Background: an optimization exercise with open tools, aiming at a short achievable clock period and few clock cycles. Do not read the settings as production practice. The RTL was checked by simulation tests, not by an equivalence proof against the original design. Power and IR drop assume default switching activity.

$ cat flow/flow/run.sh
#!/bin/bash
set -euo pipefail
MARGIN=${MARGIN:-8.5}
sed "s/SETUP_SLACK_MARGIN=[0-9.]*/SETUP_SLACK_MARGIN=${MARGIN}/" standard.sh > standard_margin.sh
grep -q "SETUP_SLACK_MARGIN=${MARGIN}" standard_margin.sh
bash standard_margin.sh > flow_make.log 2>&1
$ cat flow/config.mk
export PLATFORM = sky130hd
export DESIGN_NAME = core
export DESIGN_NICKNAME = core
export VERILOG_FILES = /design/flow/design.v
export SDC_FILE = /design/flow/constraint.sdc
export NUM_CORES = 4
export LEC_CHECK = 0
export ABC_CLOCK_PERIOD_IN_PS = 2500
export CAP_MARGIN = 20
export CORE_MARGIN = 2
export CORE_UTILIZATION = 40
export PLACE_DENSITY = 0.6
export SETUP_SLACK_MARGIN = 5
export SLEW_MARGIN = 20
$ cat flow/design.v
module ksadd #(
    parameter W = 32
) (
    input  wire [W-1:0] a,
    input  wire [W-1:0] b,
    input  wire         ci,
    output wire [W-1:0] s,
    output wire         co
);
localparam L = (W <= 2) ? 1 : (W <= 4) ? 2 : (W <= 8) ? 3 : (W <= 16) ? 4 : (W <= 32) ? 5 : 6;
wire [(L+1)*W-1:0] G;
wire [(L+1)*W-1:0] P;
wire [W-1:0]       x = a ^ b;
genvar k, i;
generate
    for (i = 0; i < W; i = i + 1) begin : g_in
        if (i == 0) begin : g_b0
            assign G[i] = (a[i] & b[i]) | (x[i] & ci);
        end else begin : g_bi
            assign G[i] = a[i] & b[i];
        end
        assign P[i] = x[i];
    end
    for (k = 0; k < L; k = k + 1) begin : g_lvl
        for (i = 0; i < W; i = i + 1) begin : g_bit
            if (i >= (1 << k)) begin : g_op
                assign G[(k+1)*W + i] = G[k*W + i] | (P[k*W + i] & G[k*W + i - (1 << k)]);
                assign P[(k+1)*W + i] = P[k*W + i] & P[k*W + i - (1 << k)];
            end else begin : g_pass
                assign G[(k+1)*W + i] = G[k*W + i];
                assign P[(k+1)*W + i] = P[k*W + i];
            end
        end
    end
endgenerate
wire [W-1:0] c = {G[L*W +: W-1], ci};
assign s  = x ^ c;
assign co = G[L*W + W-1];
endmodule
module core (
    input  wire         clk,
    input  wire         rst,
    output wire [31:0]  imem_addr,
    input  wire [31:0]  imem_rdata,
    output wire [31:0]  dmem_addr,
    output wire         dmem_we,
    output wire [31:0]  dmem_wdata,
    output wire  [1:0]  dmem_dqm,
    input  wire [31:0]  dmem_rdata
);
reg  [31:0] pc_f;
reg         kill_q;      
reg  [31:0] a_e, b_e, s_e, tgt_e, link_e;
reg         r_add, r_sub, r_sll, r_slt, r_sltu, r_xor, r_sr, r_or, r_and, r_link;
reg         sra_e;
reg         c_eq, c_ne, c_lt, c_ge, c_ltu, c_geu, j_e, jalr_e, pt_e;
reg         wen_e, load_e, store_e;
reg  [4:0]  rd_e;
reg  [2:0]  f3_e;
reg  [31:0] res_m, sd_m;
reg         wen_m, load_m, store_m;
reg  [4:0]  rd_m;
reg  [2:0]  f3_m;
reg  [1:0]  dqm_m;
reg  [31:0] res_w;
reg         wen_w;
reg  [4:0]  rd_w;
reg  [31:0] rf [1:31];
reg  [31:1] rfv;
wire [31:0] fi = imem_rdata;
wire [6:0]  op   = fi[6:0];
wire [2:0]  f3   = fi[14:12];
wire        f7b  = fi[30];
wire [4:0]  rd   = fi[11:7];
wire [4:0]  rs1  = fi[19:15];
wire [4:0]  rs2  = fi[24:20];
wire is_lui   = (op[6:2] == 5'b01101);
wire is_auipc = (op[6:2] == 5'b00101);
wire is_jal   = (op[6:2] == 5'b11011);
wire is_jalr  = (op[6:2] == 5'b11001);
wire is_br    = (op[6:2] == 5'b11000);
wire is_load  = (op[6:2] == 5'b00000);
wire is_store = (op[6:2] == 5'b01000);
wire is_opi   = (op[6:2] == 5'b00100);
wire is_op    = (op[6:2] == 5'b01100);
wire [31:0] imm_i = {{20{fi[31]}}, fi[31:20]};
wire [31:0] imm_s = {{20{fi[31]}}, fi[31:25], fi[11:7]};
wire [31:0] imm_u = {fi[31:12], 12'b0};
wire [31:0] imm   = is_store ? imm_s : (is_lui | is_auipc) ? imm_u : imm_i;
wire uses_rs1 = ~(is_lui | is_auipc | is_jal);
wire uses_rs2 = is_op | is_br | is_store;
wire b_reg    = is_op | is_br;
wire writes   = ~(is_br | is_store) & (rd != 5'd0);
wire wen_ex   = wen_e & ~kill_q;
wire load_ex  = load_e & ~kill_q;
wire store_ex = store_e & ~kill_q;
wire [32*32-1:0] rnext;
assign rnext[31:0] = 32'd0;
genvar gi;
generate
    for (gi = 1; gi < 32; gi = gi + 1) begin : g_rnext
        assign rnext[gi*32 +: 32] = (wen_w & (rd_w == gi)) ? res_w : (rfv[gi] ? rf[gi] : 32'd0);
    end
endgenerate
wire [31:0] rf1 = rnext[rs1*32 +: 32];
wire [31:0] rf2 = rnext[rs2*32 +: 32];
wire a_hit_e = wen_ex & (rd_e == rs1);
wire a_hit_m = wen_m & (rd_m == rs1);
wire b_hit_e = wen_ex & (rd_e == rs2);
wire b_hit_m = wen_m & (rd_m == rs2);
wire a_sel_e = uses_rs1 & a_hit_e;
wire a_sel_m = uses_rs1 & ~a_hit_e & a_hit_m;
wire a_sel_n = ~(a_sel_e | a_sel_m);
wire b_sel_e = b_reg & b_hit_e;
wire b_sel_m = b_reg & ~b_hit_e & b_hit_m;
wire b_sel_n = ~(b_sel_e | b_sel_m);
wire s_sel_e = b_hit_e;
wire s_sel_m = ~b_hit_e & b_hit_m;
wire s_sel_n = ~(s_sel_e | s_sel_m);
wire stall = load_ex & wen_ex &
             ((uses_rs1 & (rd_e == rs1)) | (uses_rs2 & (rd_e == rs2)));
wire [31:0] A = a_e;
wire [31:0] B = b_e;
wire [31:0] sum_add, sum_sub;
wire        geu;
ksadd u_add (.a(A), .b(B),  .ci(1'b0), .s(sum_add), .co());
ksadd u_sub (.a(A), .b(~B), .ci(1'b1), .s(sum_sub), .co(geu));
wire        eq  = (A == B);
wire        ltu = ~geu;
wire        lt  = (A[31] ^ B[31]) ? A[31] : ltu;
wire [31:0] sll = A << B[4:0];
wire [32:0] sra_in = {sra_e & A[31], A};
wire [32:0] sr33 = $signed(sra_in) >>> B[4:0];
wire [31:0] res_o = ({32{r_sll}}  & sll)
                  | ({32{r_slt}}  & {31'd0, lt})
                  | ({32{r_sltu}} & {31'd0, ltu})
                  | ({32{r_xor}}  & (A ^ B))
                  | ({32{r_sr}}   & sr33[31:0])
                  | ({32{r_or}}   & (A | B))
                  | ({32{r_and}}  & (A & B))
                  | ({32{r_link}} & link_e);
wire [31:0] res_e = ({32{r_add}} & sum_add) | ({32{r_sub}} & sum_sub) | res_o;
wire cond  = (c_eq & eq) | (c_ne & ~eq) | (c_lt & lt) | (c_ge & ~lt) |
             (c_ltu & ltu) | (c_geu & ~ltu) | j_e;
wire taken = ((cond ^ pt_e) | jalr_e) & ~kill_q;
wire [31:0] target = pt_e ? link_e : jalr_e ? sum_add : tgt_e;
wire [31:0] sd_e = (f3_e[1:0] == 2'b00) ? {24'd0, s_e[7:0]} :
                   (f3_e[1:0] == 2'b01) ? {16'd0, s_e[15:0]} :
                   (f3_e[1:0] == 2'b10) ? s_e : 32'd0;
assign dmem_addr  = res_m;
assign dmem_we    = store_m;
assign dmem_wdata = sd_m;
assign dmem_dqm   = dqm_m;
reg [31:0] ld_m;
always @* begin
    case (f3_m)
        3'b000:  ld_m = {{24{dmem_rdata[7]}}, dmem_rdata[7:0]};
        3'b001:  ld_m = {{16{dmem_rdata[15]}}, dmem_rdata[15:0]};
        3'b100:  ld_m = {24'd0, dmem_rdata[7:0]};
        3'b101:  ld_m = {16'd0, dmem_rdata[15:0]};
        default: ld_m = dmem_rdata;
    endcase
end
wire [31:0] res_mw = load_m ? ld_m : res_m;
assign imem_addr = pc_f;
wire        f_jal   = (fi[6:2] == 5'b11011);
wire        f_bb    = (fi[6:2] == 5'b11000) & fi[31];
wire [31:0] pc_inc  = pc_f + 32'd1;
wire [31:0] tgt_fj, tgt_fb;
ksadd u_tfj (.a(pc_f), .b({{12{fi[31]}}, fi[19:12], fi[20], fi[30:21], 1'b0}), .ci(1'b0), .s(tgt_fj), .co());
ksadd u_tfb (.a(pc_f), .b({{20{fi[31]}}, fi[7], fi[30:25], fi[11:8], 1'b0}),   .ci(1'b0), .s(tgt_fb), .co());
always @(posedge clk or posedge rst) begin
    if (rst) begin
        pc_f   <= 32'd0;
        kill_q <= 1'b0;
    end else begin
        kill_q <= taken;
        if (taken)
            pc_f <= target;
        else if (!stall)
            pc_f <= f_jal ? tgt_fj : f_bb ? tgt_fb : pc_inc;
    end
end
wire go = ~stall;
always @(posedge clk or posedge rst) begin
    if (rst) begin
        r_add <= 1'b0; r_sub <= 1'b0; r_sll <= 1'b0; r_slt <= 1'b0; r_sltu <= 1'b0;
        r_xor <= 1'b0; r_sr <= 1'b0; r_or <= 1'b0; r_and <= 1'b0; r_link <= 1'b0;
        c_eq <= 1'b0; c_ne <= 1'b0; c_lt <= 1'b0; c_ge <= 1'b0; c_ltu <= 1'b0; c_geu <= 1'b0;
        j_e <= 1'b0; jalr_e <= 1'b0; pt_e <= 1'b0;
        wen_e <= 1'b0; load_e <= 1'b0; store_e <= 1'b0;
    end else begin
        r_add  <= go & (is_lui | is_auipc | is_load | is_store |
                        ((is_op | is_opi) & (f3 == 3'b000) & ~(is_op & f7b)));
        r_sub  <= go & is_op & (f3 == 3'b000) & f7b;
        r_sll  <= go & (is_op | is_opi) & (f3 == 3'b001);
        r_slt  <= go & (is_op | is_opi) & (f3 == 3'b010);
        r_sltu <= go & (is_op | is_opi) & (f3 == 3'b011);
        r_xor  <= go & (is_op | is_opi) & (f3 == 3'b100);
        r_sr   <= go & (is_op | is_opi) & (f3 == 3'b101);
        r_or   <= go & (is_op | is_opi) & (f3 == 3'b110);
        r_and  <= go & (is_op | is_opi) & (f3 == 3'b111);
        r_link <= go & (is_jal | is_jalr);
        c_eq   <= go & is_br & (f3 == 3'b000);
        c_ne   <= go & is_br & (f3 == 3'b001);
        c_lt   <= go & is_br & (f3 == 3'b100);
        c_ge   <= go & is_br & (f3 == 3'b101);
        c_ltu  <= go & is_br & (f3 == 3'b110);
        c_geu  <= go & is_br & (f3 == 3'b111);
        j_e    <= go & (is_jal | is_jalr);
        jalr_e <= go & is_jalr;
        pt_e   <= go & (f_jal | f_bb);
        wen_e  <= go & writes;
        load_e <= go & is_load;
        store_e <= go & is_store;
    end
end
always @(posedge clk) begin
    a_e    <= ({32{a_sel_e}} & res_e) | ({32{a_sel_m}} & res_mw) |
              ({32{a_sel_n}} & (is_lui ? 32'd0 : is_auipc ? pc_f : rf1));
    b_e    <= ({32{b_sel_e}} & res_e) | ({32{b_sel_m}} & res_mw) |
              ({32{b_sel_n}} & (b_reg ? rf2 : imm));
    s_e    <= ({32{s_sel_e}} & res_e) | ({32{s_sel_m}} & res_mw) |
              ({32{s_sel_n}} & rf2);
    tgt_e  <= is_jal ? tgt_fj : tgt_fb;
    link_e <= pc_inc;
    sra_e  <= f7b;
    rd_e   <= rd;
    f3_e   <= f3;
end
always @(posedge clk or posedge rst) begin
    if (rst) begin
        wen_m   <= 1'b0;
        load_m  <= 1'b0;
        store_m <= 1'b0;
        wen_w   <= 1'b0;
    end else begin
        wen_m   <= wen_ex;
        load_m  <= load_ex;
        store_m <= store_ex;
        wen_w   <= wen_m;
    end
end
always @(posedge clk) begin
    res_m <= res_e;
    sd_m  <= sd_e;
    rd_m  <= rd_e;
    f3_m  <= f3_e;
    dqm_m <= (f3_e == 3'b001) ? 2'b01 : (f3_e == 3'b010) ? 2'b10 : 2'b00;
    res_w <= res_mw;
    rd_w  <= rd_m;
end
always @(posedge clk) begin
    if (wen_w)
        rf[rd_w] <= res_w;
end
always @(posedge clk or posedge rst) begin
    if (rst)
        rfv <= 31'd0;
    else if (wen_w)
        rfv[rd_w] <= 1'b1;
end
endmodule
$ cat flow/standard.sh
#!/bin/bash
# synth_recipe.tcl (not shown) runs the flow's synth.tcl, then flattens the netlist and writes it again
# the make line also repeats each setting of config.mk as NAME=value (left out here)
make -C /OpenROAD-flow-scripts/flow DESIGN_CONFIG=/design/flow/config.mk WORK_HOME=/design/flow/orfs CLKGATE_MAP_FILE= SYNTH_SCRIPT=/design/flow/synth_recipe.tcl "${@:-finish}"
$ cat flow/constraint.sdc
create_clock -name core_clock -period 12.0 [get_ports {clk}]
set_input_delay 2.4000 -clock core_clock [delete_from_list [all_inputs] [get_ports {clk}]]
set_output_delay 2.4000 -clock core_clock [all_outputs]
set_load 0.01 [all_outputs]
==> results of run 1 <==
## cells by family (layout without fill, tap and decap cells)
kind of cell             after synthesis  count (layout)  share of synthesized area, %
flip-flops                          1361            1361                         44.31
other                                  0              17                             0
XOR/XNOR                             134             134                         1.382
AND/OR/NAND/NOR                     2188            2194                         13.37
adder cells (fa/ha/maj)              157             157                         2.349
AO/OA/AOI/OAI                       2228            2228                         16.20
buffers and inverters                983            1539                         4.607
multiplexers                         772             772                         17.79
## Yosys cell counts (all sizes together) (59+ instances only)
cell,n
o21ai,271
dfrtp,89
nand3,140
dfxtp,280
o211ai,59
and3,886
nor2,377
buf,198
a31oi,236
a211oi,80
ha,153
edfxtp,992
nand2,507
inv,173
clkbuf,601
xnor2,80
a22oi,59
a21oi,1010
mux4,586
mux2i,151
## placed cells by master (no fill, tap or decap), drive strengths merged, types with 52 or more instances in the layout
cell    instances
xor2           54
xnor2          80
o21ai         271
and2           53
ha            153
a31oi         236
nor3           58
a21oi        1010
o211ai         59
mux2i         151
o21bai         58
a211oi         80
a22oi          59
buf           938
edfxtp        992
inv           188
and3          886
dfrtp          89
mux4          586
dfxtp         280
clkbuf        217
clkinv         70
bufbuf         52
a221oi         54
nand3         140
nor2          379
nand2         510
## per-layer routing
metal  up-vias  GRT usage (%)
met5         -         0.3565
met4        18          26.97
met3      1991          17.69
met2      7531          55.43
met1     39440          47.63
li1      31310              -
## flip-flops by register name (all words and copies together), names as in the netlist, 5 cells and up
register / count
b_e: 32
res_m: 32
res_w: 32
rf: 992
rd_w: 5
sd_m: 32
link_e: 32
rd_e: 5
pc_f: 32
a_e: 32
tgt_e: 32
rd_m: 5
s_e: 32
rfv: 31
## worst max-delay path, stage by stage
cell,delay (ns)
buf_12,0.20
buf_8,0.46
ha_2,0.46
or2_2,0.17
o31ai_1,0.07
o21ai_2,0.17
o211ai_1,0.13
buf_4,0.16
buf_4,0.12
buf_6,0.11
buf_8,0.13
a311o_1,0.36
a22oi_2,0.13
mux2i_1,0.09
## per-stage QoR
step / worst slack, ns / instance area (um^2)
floorplan: 6.922 / 87020
global placement: 4.826 / 89610
detailed placement: 4.796 / 89620
CTS: 7.541 / 106600
global route: 7.377 / 110300
finish: 7.472 / 110300
## what timing repair did
action	in CTS	in global routing
pin swaps	214	226
setup buffers	345	173
gates cloned	118	11
setup endpoints to repair	520	315
resized for setup	1903	397
## cell type report
class                   count  area, um^2  area share [%]
multi-input cells        5485       48020           43.54
flip-flops and latches   1361       37980           34.43
repair buffers           1035       13630           12.35
clock buffers             209        4373           3.965
well taps                2821        3530           3.200
inverters                 184        1207           1.095
clock inverters            84        1049          0.9506
repair inverters           27       473.0          0.4288
diodes                     17       42.54         0.03857
## path summary, 6_finish.rpt
kind,end,slack (ns),depth (start not counted)
max,pc_f[29]$_DFFE_PP0P_,7.47,14
min,rd_w[4]$_DFF_P_,0.40,0
max reg2reg,b_e[9]$_DFF_P_,7.82,16
min reg2reg,rd_w[4]$_DFF_P_,0.40,0
max in group asynchronous,pc_f[4]$_DFFE_PP0P_,8.74,3
min in group asynchronous,pc_f[29]$_DFFE_PP0P_,2.10,2
## power by group through the flow
stage	sequential (mW)	combinational, mW	clock (mW)
floorplan	6.32	4.96	0
global placement	6.60	7.81	0
detailed placement	6.61	7.93	0
CTS	6.35	9.52	5.18
global route	6.41	10.7	5.35
finish	6.41	10.5	5.19
==> impl_metrics.tcl, run 1 <==
set metrics [dict create \
    status "timing/DRC/antenna clean" \
    cts-root-buf "clkbuf_16" \
    ctsHoldBuffers 0 \
    clock_power_share_pct 23.5 \
    yosysTopAreaCell "edfxtp_1" \
    clk_latency_ns 0.86 \
    synthFlopType "edfxtp_1" \
    ir_drop_mv 0.1690 \
    overflow 0 \
    die_area_um2 216000 \
    p_int_mw 12.95 \
    ios 165 \
    dr_wl_met2_um 181000 \
    grt_pass1_wl_um 597600 \
    syn_area_per_cell_um2 10.85 \
    synthToLayoutAreaGrowth_pct 29.91 \
    start_util_pct 40.15 \
    p_leak_nw 41.18 \
    rsz0062_at_grt "true" \
    n_fill_cell 17910 \
    synth-seq-cells 1361 \
    grt_pass1_vias 74150 \
    worst-slew-pin-transition_ns 1.398 \
    min_period_ns 4.528 \
    routed.top_layer "met5" \
    p_seq_share_pct 29.0 \
    synthCells 7823 \
    synth_area_um2 84900 \
    vias 80290 \
    portBuffers 162 \
    async_reset_ff_share_pct 6.539 \
    drv_cap 0 \
    grt_max_degree 66 \
    rows 169 \
    finalHoldViolCount 0 \
    hp-class "flop to flop" \
    synthesis.nets 8046 \
    synth_edf_count 992 \
    crit_type "input pin to flop" \
    drtPass1Iterations 9 \
    antenna_found_initial 35 \
    total_power_mw 22.10 \
    drive_gt1_share_pct 32.61 \
    ys_types 98 \
    grt_use_total_pct 39.24 \
    hold_ws_ns 0.3950 \
    clk_pin_slew_ns 0.06 \
    post-route-drc-count 0 \
    place.gp.congestion 1.053 \
    required_ns 12.71 \
    power.share.switching_pct 41.42 \
    cts.sinks 1361 \
    reg2reg_from "rd_w[1]$_DFF_P_" \
    crit_path_end_kind "flop" \
    cts_buffer_depth 3 \
    clock_skew_ns 0.04745 \
    cts_tree "yes" \
    wl_met3_um 74560 \
    max-slew-margin-rel_pct 5.622 \
    finalMaxSlewViolations 0 \
    worstPathArrival_ns 5.24 \
    core_area_um2 211500 \
    dieWidth_um 464.7 \
    setup_tns_ns 0 \
    final_cells 11220 \
    cp-start-kind "input pin" \
    p_sw_mw 9.155 \
    dp_hpwl_um 243500 \
    dp.cells 10270 \
    max_freq_ghz 0.2208 \
    p_comb_share_pct 47.5 \
    period_share_pct 37.73 \
    seq_area_frac_synth_pct 44.31 \
    die_h_um 464.7 \
    yosys_warnings 1 \
    drt-met1-wl_um 145900 \
    final_nets 8476 \
    startpoint "imem_rdata[19]" \
    synth_top_area_share_pct 35.09 \
    wl_per_cell_um 39.31 \
    setup_violations 0 \
    antenna_left 0 \
    wirelength_um 441100 \
    first_iter_violations 15360 \
    viasPerCell 7.154 \
    numCtsBuffers 159 \
    power_density_nw_per_um2 200.4 \
    worstPathMaxFanout 23 \
    h-tree-depth 4 \
    fin_util_pct 52.16 \
    ys_top_cells_by_area "edfxtp_1, mux4_2, dfxtp_1, and3_1, a21oi_1" \
    min_from "rd_m[4]$_DFF_P_" \
]
Testbench counts, summed over its fixed seeds: cycles 40,254.
==> inputs of run 2 (changes only) <==
--- a/flow/config.mk
+++ b/flow/config.mk
@@ -8,7 +8,7 @@
 export ABC_CLOCK_PERIOD_IN_PS = 2500
 export CAP_MARGIN = 20
 export CORE_MARGIN = 2
-export CORE_UTILIZATION = 40
-export PLACE_DENSITY = 0.6
+export CORE_UTILIZATION = 55
+export PLACE_DENSITY = 0.72
 export SETUP_SLACK_MARGIN = 5
 export SLEW_MARGIN = 20
==> impl_metrics.tcl, run 2 <==
set metrics [dict create \
    power_density_nw_per_um2 202.8 \
    start_util_pct 55.24 \
    period_share_pct 38.56 \
    first_iter_violations 17080 \
    crit_path_end_kind "flop" \
    worstPathArrival_ns 5.38 \
    clk_latency_ns 0.86 \
    grt_max_degree 68 \
    synthFlopType "edfxtp_1" \
    crit_type "input pin to flop" \
    yosys_warnings 1 \
    synthCells 7823 \
    viasPerCell 8.001 \
    antenna_left 0 \
    clock_skew_ns 0.07973 \
    setup_violations 0 \
    numCtsBuffers 152 \
    max-slew-margin-rel_pct 2.374 \
    r2r-end "b_e[20]$_DFF_P_" \
    wirelength_um 440100 \
    cpPeakStageDelay_ns 0.56 \
    r2r_cells 14 \
    critPathBufInv 3 \
    syn_area_per_cell_um2 10.85 \
    n_fill_cell 10170 \
    fin_util_pct 70.87 \
    cts_tree "yes" \
    vias 83680 \
    min_from "rd_m[4]$_DFF_P_" \
    worst-slew-pin-transition_ns 1.454 \
    yosysTopAreaCell "edfxtp_1" \
    overflow 0 \
    cp_slowest_cell "or4b_4" \
    seq_area_frac_synth_pct 44.31 \
    cts_buffer_depth 3 \
    hold_ws_ns 0.4029 \
    clk_pin_slew_ns 0.06 \
    endpoint "pc_f[27]$_DFFE_PP0P_" \
    post-route-drc-count 0 \
    required_ns 12.76 \
    rsz0062_at_grt "true" \
    cp.depth 14 \
    synth_edf_count 992 \
    grt_use_total_pct 53.16 \
    ios 165 \
    ctsHoldBuffers 0 \
    ir_drop_mv 0.2376 \
    antenna_found_initial 53 \
    grt_pass1_wl_um 586400 \
    cts.sinks 1361 \
    finalHoldViolCount 0 \
    synth_area_um2 84900 \
    total_power_mw 22.09 \
    wl_per_cell_um 42.08 \
    crit_family "compound AO/OA/AOI/OAI gates" \
    r2r_setup_slack_ns 7.54 \
    ys_types 98 \
    largest_register "rf" \
    worstPathMaxFanout 6 \
    synth-seq-cells 1361 \
    drive_gt1_share_pct 32.95 \
    fin_ws_ns 7.373 \
    h-tree-depth 4 \
    startpoint "imem_rdata[24]" \
    final_common_cell "edfxtp_1" \
    dieWidth_um 396.9 \
    largest_reg_flops 992 \
    synthesis.nets 8046 \
    pre_cts_slack_ns 5.024 \
    drtPass1Iterations 15 \
    status "timing/DRC/antenna clean" \
    final_cell_mix "edfxtp_1, a21oi_1, and3_1, mux4_2, buf_4" \
    synth_most_common_cell "a21oi_1" \
    finalMaxSlewViolations 0 \
    die_area_um2 157500 \
    final_nets 8464 \
    grt_pass1_vias 76320 \
    cp-start-kind "input pin" \
    dp_hpwl_um 230100 \
    cts-root-buf "clkbuf_16" \
    core_area_um2 153700 \
    multi_input_area_um2 48290 \
    synth_top_area_share_pct 35.09 \
    place.gp.congestion 1.023 \
    synth_common_cells "a21oi_1, edfxtp_1, and3_1, clkbuf_1, mux4_2" \
    hp-class "flop to flop" \
    max_freq_ghz 0.2161 \
    ys_top_cells_by_area "edfxtp_1, mux4_2, dfxtp_1, and3_1, a21oi_1" \
    rows 144 \
    async_reset_ff_share_pct 6.539 \
    drv_cap 0 \
    synthToLayoutAreaGrowth_pct 28.29 \
    min_period_ns 4.627 \
    reg2reg_from "rd_w[0]$_DFF_P_" \
    die_h_um 396.9 \
    setup_tns_ns 0 \
    crit_chain "buf_6, buf_12, ha_4, o211ai_1, a21oi_4, or4b_4, a2111oi_4, o21ai_1, o211ai_1, buf_6, o21a_1, xor2_2, a311o_1, mux2i_1" \
    portBuffers 162 \
    p_leak_nw 40.95 \
    final-seq-area_um2 38000 \
]
run 2: cell count changes in the layout (fill, tap and decap cells not counted), sizes merged:
cell           delta
nor2              -2
clkinvlp          -5
bufbuf            +5
bufinv           -17
dlygate4sd2       -2
buf               -1
clkdlybuf4s50     +1
or3               +1
inv               -3
diode            +31
clkinv            -8
clkbuf           +13
run 2: cell families (layout without fill, tap and decap cells):
kind of cell / after synthesis / count (layout) / share of synthesized area (%)
AOI/OAI and AO/OA: 2228 / 2228 / 16.20
buffers and inverters: 983 / 1522 / 4.607
DFF: 1361 / 1361 / 44.31
xor gates and xnor gates: 134 / 134 / 1.382
and+or+nand+nor: 2188 / 2193 / 13.37
muxes: 772 / 772 / 17.79
adders and majority gates: 157 / 157 / 2.349
other: 0 / 48 / 0
run 2: through the flow:
| stage | cell area [um^2] | instances |
|---|---|---|
| after floorplan | 87020 | 7823 |
| after global placement | 88440 | 9468 |
| after detailed placement | 88440 | 9468 |
| after CTS | 104500 | 10190 |
| after global routing | 108800 | 10420 |
| final | 108900 | 10460 |
run 2: final cells by class:
cell class	instances	area share, %
Timing Repair Buffer	1044	12.53
Inverter	184	0.9879
Clock buffer	216	3.956
Multi-Input combinational cell	5484	44.34
Antenna cell	48	0.1103
Tap cell	2044	2.348
Sequential cell	1361	34.89
Clock inverter	64	0.6077
Timing Repair inverter	14	0.2389
run 2: power breakdown:
| part | switching [mW] | total (mW) | internal (mW) |
|---|---|---|---|
| clock network | 2.10 | 4.79 | 2.69 |
| logic | 6.50 | 10.7 | 4.17 |
| registers | 0.806 | 6.63 | 5.82 |
| total | 9.41 | 22.1 | 12.7 |
run 2: worst min-delay path by stage:
stage,to,depth (start not counted),slack [ns]
finish,rd_w[4]$_DFF_P_,0,0.40
floorplan,f3_m[2]$_DFF_P_,0,0.35
global placement,rd_m[1]$_DFF_P_,0,0.38
global route,rd_m[0]$_DFF_P_,0,0.40
detailed placement,rd_m[1]$_DFF_P_,0,0.38
CTS,rd_m[0]$_DFF_P_,0,0.40
run 2: what timing repair did:
action | in CTS | in global routing
cloned | 111 | 16
buffers inserted | 332 | 201
gates resized for setup | 1837 | 467
setup endpoints to repair | 517 | 365
pin swaps | 201 | 255
run 2: layer usage:
metal  GRT usage [%]  wire (um)
met5           2.956       1147
met4           49.52      58220
met3           26.59      77020
met2           73.45     175000
met1           59.07     128800
==> inputs of run 3 (changes only) <==
--- a/flow/design.v
+++ b/flow/design.v
@@ -63,8 +63,7 @@
 reg  [2:0]  f3_m;
 reg  [1:0]  dqm_m;
 reg  [31:0] res_w;
-reg         wen_w;
-reg  [4:0]  rd_w;
+reg  [31:1] we_w;        
 reg  [31:0] rf [1:31];
 reg  [31:1] rfv;
 wire [31:0] fi = imem_rdata;
@@ -99,7 +98,7 @@
 genvar gi;
 generate
     for (gi = 1; gi < 32; gi = gi + 1) begin : g_rnext
-        assign rnext[gi*32 +: 32] = (wen_w & (rd_w == gi)) ? res_w : (rfv[gi] ? rf[gi] : 32'd0);
+        assign rnext[gi*32 +: 32] = we_w[gi] ? res_w : (rfv[gi] ? rf[gi] : 32'd0);
     end
 endgenerate
 wire [31:0] rf1 = rnext[rs1*32 +: 32];
@@ -228,17 +227,19 @@
     rd_e   <= rd;
     f3_e   <= f3;
 end
+integer wi;
 always @(posedge clk or posedge rst) begin
     if (rst) begin
         wen_m   <= 1'b0;
         load_m  <= 1'b0;
         store_m <= 1'b0;
-        wen_w   <= 1'b0;
+        we_w    <= 31'd0;
     end else begin
         wen_m   <= wen_ex;
         load_m  <= load_ex;
         store_m <= store_ex;
-        wen_w   <= wen_m;
+        for (wi = 1; wi < 32; wi = wi + 1)
+            we_w[wi] <= wen_m & (rd_m == wi);
     end
 end
 always @(posedge clk) begin
@@ -248,16 +249,16 @@
     f3_m  <= f3_e;
     dqm_m <= (f3_e == 3'b001) ? 2'b01 : (f3_e == 3'b010) ? 2'b10 : 2'b00;
     res_w <= res_mw;
-    rd_w  <= rd_m;
 end
 always @(posedge clk) begin
-    if (wen_w)
-        rf[rd_w] <= res_w;
+    for (wi = 1; wi < 32; wi = wi + 1)
+        if (we_w[wi])
+            rf[wi] <= res_w;
 end
 always @(posedge clk or posedge rst) begin
     if (rst)
         rfv <= 31'd0;
-    else if (wen_w)
-        rfv[rd_w] <= 1'b1;
+    else
+        rfv <= rfv | we_w;
 end
 endmodule
--- a/flow/config.mk
+++ b/flow/config.mk
@@ -8,7 +8,7 @@
 export ABC_CLOCK_PERIOD_IN_PS = 2500
 export CAP_MARGIN = 20
 export CORE_MARGIN = 2
-export CORE_UTILIZATION = 55
-export PLACE_DENSITY = 0.72
+export CORE_UTILIZATION = 40
+export PLACE_DENSITY = 0.6
 export SETUP_SLACK_MARGIN = 5
 export SLEW_MARGIN = 20
==> impl_metrics.tcl, run 3 <==
set metrics [dict create \
    status "timing/DRC/antenna clean" \
    clk_latency_ns 0.82 \
    final-seq-area_um2 38780 \
    synth-seq-cells 1386 \
    ir_drop_mv 0.1491 \
    p_sw_mw 7.063 \
    drv_cap 0 \
    finalHoldViolCount 0 \
    final_cells 9787 \
    dp.cells 8951 \
    grt_pass1_vias 63830 \
    grt_pass1_wl_um 499700 \
    max_freq_ghz 0.2242 \
    cp-start-kind "input pin" \
    r2r_setup_slack_ns 8.03 \
    h-tree-depth 4 \
    crit_type "input pin to flop" \
    start_util_pct 40.13 \
    setup_tns_ns 0 \
    core_area_um2 201700 \
    ios 165 \
    portBuffers 162 \
    min_period_ns 4.460 \
    vias 68920 \
    hp-class "flop to flop" \
    finalMaxSlewViolations 0 \
    synth_top_area_share_pct 36.80 \
    syn_area_per_cell_um2 12.07 \
    async_reset_ff_share_pct 8.586 \
    ys_types 95 \
    synth_most_common_cell "edfxtp_1" \
    p_comb_share_pct 38.8 \
    multi_input_area_um2 43750 \
    clk_pin_slew_ns 0.06 \
    numCtsBuffers 151 \
    rows 165 \
    die_area_um2 206000 \
    p_int_mw 11.53 \
    clock_power_share_pct 26.1 \
    dieWidth_um 453.9 \
    crit_chain "buf_16, buf_6, buf_12, buf_16, buf_12, buf_8, buf_16, buf_12, buf_12, mux4_2, mux4_2, a211o_4, a21oi_4, a21o_1" \
    cpMostUsedCell "buf_12" \
    place.gp.congestion 0.9812 \
    crit_family "buffers and inverters" \
    n_fill_cell 17000 \
    post-route-drc-count 0 \
    p_seq_share_pct 35.1 \
    cts_buffer_depth 3 \
    crit_path_end_kind "flop" \
    cts_tree "yes" \
    max-slew-margin-rel_pct 21.57 \
    drive_gt1_share_pct 35.19 \
    power.share.switching_pct 37.99 \
    synth_area_um2 80950 \
    worstPathMaxFanout 3 \
    yosysTopAreaCell "edfxtp_1" \
    fin_area_um2 102500 \
    synth_common_cells "edfxtp_1, a22oi_1, clkbuf_1, mux4_2, nor2_1" \
    critPathBufInv 9 \
    placedInstanceArea_um2 85480 \
    synthToLayoutAreaGrowth_pct 26.64 \
    largest_register "rf" \
    final_common_cell "edfxtp_1" \
    power_density_nw_per_um2 181.3 \
    worstPathArrival_ns 5.18 \
    clock_skew_ns 0.05570 \
    worst-slew-pin-transition_ns 1.171 \
    ys_top_cells_by_area "edfxtp_1, mux4_2, a22oi_1, dfxtp_1, dfrtp_1" \
    setup_violations 0 \
    required_ns 12.72 \
    seq_area_frac_synth_pct 47.28 \
    cts-root-buf "clkbuf_16" \
    yosys_warnings 2 \
    grt_max_degree 67 \
    first_iter_violations 11350 \
    antenna_found_initial 19 \
    synthesis.nets 6915 \
    period_share_pct 37.17 \
    synth_edf_count 992 \
    viasPerCell 7.042 \
    die_h_um 453.9 \
    synthCells 6704 \
    cp_slowest_cell "mux4_2" \
    final_cell_mix "edfxtp_1, a22oi_1, mux4_2, buf_4, nor2_1" \
    total_power_mw 18.59 \
    largest_reg_flops 992 \
    wl_per_cell_um 37.31 \
    synthFlopType "edfxtp_1" \
    cpPeakStageDelay_ns 0.58 \
    rsz0062_at_grt "true" \
    final_nets 7176 \
    grt_use_total_pct 33.95 \
    wirelength_um 365200 \
    drtPass1Iterations 7 \
    p_leak_nw 36.38 \
    dp_hpwl_um 208400 \
    overflow 0 \
    cts.sinks 1386 \
    antenna_left 0 \
]
[run 3: layer usage]
metal	vias up	GRT usage, %	wire length, um
met5	-	0	62
met4	8	21.80	28550
met3	1181	8.211	44170
met2	5410	51.57	163600
met1	34770	43.44	128800
li1	27550	-	-
[run 3: cells by family (layout without fill, tap and decap cells)]
kind of cell | count (synthesis) | after routing | synth area share (%)
compound gates | 2300 | 2301 | 20.34
buf+inv | 904 | 1285 | 4.302
xor+xnor | 128 | 128 | 1.385
other cells | 0 | 22 | 0
mux | 742 | 742 | 18.13
flops | 1386 | 1386 | 47.28
fa+ha+maj | 145 | 145 | 2.278
simple gates | 1099 | 1106 | 6.285
[run 3: stage by stage]
step | util (%) | hold WS, ns | worst slack (ns)
after floorplan | - | 0.3518 | 7.225
after global placement | 42.38 | 0.3936 | 5.157
after detailed placement | 42.38 | 0.3844 | 5.132
after CTS | 49.24 | 0.3960 | 7.466
after global routing | 50.81 | 0.4036 | 7.529
final | 50.82 | 0.4034 | 7.540
[run 3: cell type report]
type	instances	share of cell area, %
antenna	22	0.05371
clock buffer	216	4.198
clock inverter	65	0.7873
tap	2672	3.261
multi-input combinational	4422	42.68
inverter	148	0.5859
timing repair buffer	856	10.59
sequential	1386	37.84
[run 3: power by group through the flow]
stage | combinational, mW | sequential (mW) | clock [mW]
5_1_grt | 7.47 | 6.54 | 5.07
3_3_place_gp | 5.21 | 6.72 | 0
4_1_cts | 6.44 | 6.49 | 4.88
3_5_place_dp | 5.27 | 6.73 | 0
2_1_floorplan | 3.56 | 6.24 | 0
6_report | 7.21 | 6.52 | 4.86
[run 3: path summary, 6_finish.rpt]
kind                                 startpoint                  to  cells after the start
worst max-delay path             imem_rdata[21]      b_e[2]$_DFF_P_                     14
worst min-delay path            rd_e[0]$_DFF_P_     rd_m[0]$_DFF_P_                      0
worst max register to register   a_e[0]$_DFF_P_     b_e[10]$_DFF_P_                     13
worst min register to register  rd_e[0]$_DFF_P_     rd_m[0]$_DFF_P_                      0
max in group asynchronous                   rst  we_w[21]$_DFF_PP0_                      4
min in group asynchronous                   rst   rfv[14]$_DFF_PP0_                      3
[run 3: timing repair]
item / 4_1_cts / 5_1_grt
pin swaps: 164 / 253
setup endpoints to repair: 376 / 319
setup buffers: 286 / 141
hold buffers: 0 / 0
gates cloned: 90 / 15
gates resized for setup: 1479 / 341
Testbench counts of run 3, summed over its fixed seeds: cycles 40,254.
==> inputs of run 4 (changes only) <==
==> flow/flow/run.sh (replaced) <==
#!/bin/bash
set -euo pipefail
MARGIN=${MARGIN:-7.9}
sed "s/SETUP_SLACK_MARGIN=[0-9.]*/SETUP_SLACK_MARGIN=${MARGIN}/" standard.sh > standard_margin.sh
grep -q "SETUP_SLACK_MARGIN=${MARGIN}" standard_margin.sh
bash standard_margin.sh > flow_make.log 2>&1
==> impl_metrics.tcl, run 4 <==
set metrics [dict create \
    synthCells 6704 \
    core_area_um2 201700 \
    antenna_found_initial 17 \
    cts-root-buf "clkbuf_16" \
    clock_skew_ns 0.05592 \
    yosysTopAreaCell "edfxtp_1" \
    numCtsBuffers 151 \
    final_common_cell "edfxtp_1" \
    post-route-drc-count 0 \
    clk_latency_ns 0.82 \
    rsz0062_at_grt "true" \
    largest_reg_flops 992 \
    total_power_mw 17.66 \
    dp.cells 8958 \
    grt_pass1_wl_um 484200 \
    final_nets 6922 \
    wl_per_cell_um 36.74 \
    worst-slew-pin-transition_ns 1.290 \
    largest_register "rf" \
    cp-start-kind "input pin" \
    dieWidth_um 453.9 \
    crit_type "input pin to flop" \
    synth-seq-cells 1386 \
    ys_top_cells_by_area "edfxtp_1, mux4_2, a22oi_1, dfxtp_1, dfrtp_1" \
    setup_tns_ns 0 \
    syn_area_per_cell_um2 12.07 \
    vias 66660 \
    ios 165 \
    seq_area_frac_synth_pct 47.28 \
    drive_gt1_share_pct 27.69 \
    die_h_um 453.9 \
    cts_tree "yes" \
    p_leak_nw 34.37 \
    viasPerCell 7.001 \
    clock_power_share_pct 26.7 \
    fin_area_um2 97210 \
    synth_area_um2 80950 \
    ctsHoldBuffers 0 \
    p_int_mw 10.96 \
    placedInstanceArea_um2 85450 \
    drtPass1Iterations 8 \
    synthesis.nets 6915 \
    final_cell_mix "edfxtp_1, a22oi_1, mux4_2, nor2_1, a21oi_1" \
    worstPathArrival_ns 5.47 \
    wirelength_um 349800 \
    first_iter_violations 10830 \
    drv_cap 0 \
    n_fill_cell 17510 \
    period_share_pct 39.27 \
    synthAdderAreaFrac_pct 2.278 \
    place.gp.congestion 0.9823 \
    yosys_warnings 2 \
    portBuffers 162 \
    synthFlopType "edfxtp_1" \
    status "timing/DRC/antenna clean" \
    grt_pass1_vias 62860 \
    synthMuxAreaShare_pct 18.13 \
    h-tree-depth 4 \
    async_reset_ff_share_pct 8.586 \
    ys_types 95 \
    p_sw_mw 6.695 \
    max_freq_ghz 0.2122 \
    p_comb_share_pct 36.5 \
    synth_top_area_share_pct 36.80 \
    ir_drop_mv 0.1604 \
    synthXorXnorAreaFrac_pct 1.385 \
    synthToLayoutAreaGrowth_pct 20.09 \
    max-slew-margin-rel_pct 12.91 \
    rows 165 \
    synth_most_common_cell "edfxtp_1" \
    synth-simple-area-share_pct 6.285 \
    finalMaxSlewViolations 0 \
    required_ns 12.75 \
    cts_buffer_depth 3 \
    finalHoldViolCount 0 \
    setup_violations 0 \
    synth_common_cells "edfxtp_1, a22oi_1, clkbuf_1, mux4_2, nor2_1" \
    p_seq_share_pct 36.8 \
    dp_hpwl_um 208100 \
    hold_ws_ns 0.4025 \
    hp-class "flop to flop" \
    start_util_pct 40.13 \
    die_area_um2 206000 \
    grt_use_total_pct 32.80 \
    power_density_nw_per_um2 181.6 \
    power.share.switching_pct 37.92 \
    min_period_ns 4.712 \
    overflow 0 \
    worstPathMaxFanout 6 \
    crit_path_end_kind "flop" \
    grt_max_degree 65 \
    cts.sinks 1386 \
    synth_top_family_by_area "compound AO/OA/AOI/OAI gates" \
    antenna_left 0 \
    synth_edf_count 992 \
    final_cells 9521 \
    clk_pin_slew_ns 0.06 \
    synth_compound_gate_area_share_pct 20.34 \
]
run 4: final cells by class:
class,count,area (um^2),share of cell area [%]
Antenna cell,12,30.03,0.03089
Multi-Input combinational cell,4414,42010,43.22
Tap cell,2672,3343,3.439
Inverter,148,576.8,0.5934
Sequential cell,1386,38620,39.73
Timing Repair Buffer,610,7660,7.880
Clock inverter,66,710.7,0.7311
Clock buffer,213,4259,4.381
run 4: cell families (layout without fill, tap and decap cells):
logic type	after synthesis	in the layout
flip-flops	1386	1386
other	0	12
AO/OA/AOI/OAI	2300	2300
buffers and inverters	904	1037
multiplexers	742	742
XOR/XNOR	128	128
AND/OR/NAND/NOR	1099	1099
adder cells (fa/ha/maj)	145	145
run 4: power groups by stage:
stage	Clock, mW	Combinational (mW)	Sequential, mW
after floorplan	0	3.53	6.24
after global placement	0	5.19	6.69
after detailed placement	0	5.25	6.70
after CTS	4.75	6.03	6.45
after global routing	4.93	6.73	6.50
final	4.72	6.45	6.49
run 4: stage by stage:
stage / utilization (%) / worst slack [ns]
6_report: 48.20 / 7.288
5_1_grt: 48.19 / 7.295
4_1_cts: 47.20 / 7.334
3_5_place_dp: 42.36 / 5.310
3_3_place_gp: 42.36 / 5.339
2_1_floorplan: - / 7.180
run 4: critical path, cell delays in order:
cell	delay (ns)
buf_16	0.14
buf_4	0.14
buf_12	0.13
buf_12	0.14
buf_12	0.14
buf_16	0.15
buf_8	0.14
buf_16	0.14
mux4_2	0.29
mux4_2	0.61
a211o_4	0.41
o211ai_1	0.11
o21a_2	0.30
o21a_1	0.17
run 4: metal layers:
metal  track usage [%]  up-vias  part of all wire, %
li1                  -    26990                    -
met1             41.64    33760                   36
met2             50.61     4843                   45
met3             8.638     1056                   12
met4             18.97       12                  7.1
met5                 0        -                0.024
run 4: final timing paths:
path,start,end,slack [ns],depth (start not counted)
max,imem_rdata[21],b_e[18]$_DFF_P_,7.29,14
min,rd_e[1]$_DFF_P_,rd_m[1]$_DFF_P_,0.40,0
max reg2reg,b_e[2]$_DFF_P_,b_e[11]$_DFF_P_,7.79,11
min reg2reg,rd_e[1]$_DFF_P_,rd_m[1]$_DFF_P_,0.40,0
max in group asynchronous,rst,pc_f[6]$_DFFE_PP0P_,8.40,4
min in group asynchronous,rst,rfv[5]$_DFF_PP0_,2.25,3
run 4: repair_timing:
item	in CTS	in global routing
setup buffers	131	63
pin swaps	78	117
cloned	58	20
setup endpoints to repair	259	153
resized for setup	633	213

-- separate check: timing with driven ports --
The results above use ideal ports. As a check the final layouts listed here were re-extracted and re-timed, cells and wires unchanged. Step 1: set_driving_cell puts a clkbuf_16 on clk and a buf_2 on each other input, an assumption about the parent block. Step 2 also shifts input and output timing later by t, the mid clock arrival at the registers, as if the neighbouring blocks saw the same clock. Three values: no drivers, after step 1, after step 2; two values: the first two.
| run | t, ns | slack for setup (ns) | worst data-port slew with drivers (ns) | cell pins on the clock port's net |
|---|---|---|---|---|
| run 1 | 0.930 | 7.472 / 7.245 / 6.315 | 0.50 | 1 |
| run 2 | 0.907 | 7.373 / 7.211 / 6.304 | 0.47 | 1 |
| run 3 | 0.883 | 7.540 / 7.204 / 6.321 | 0.71 | 1 |
| run 4 | 0.883 | 7.288 / 6.940 / 6.056 | 0.57 | 1 |
After both steps every run listed still meets setup and hold. The setup slack of run 4, which loses most, moves by -0.348 ns with the drivers and by -1.232 ns with both steps.
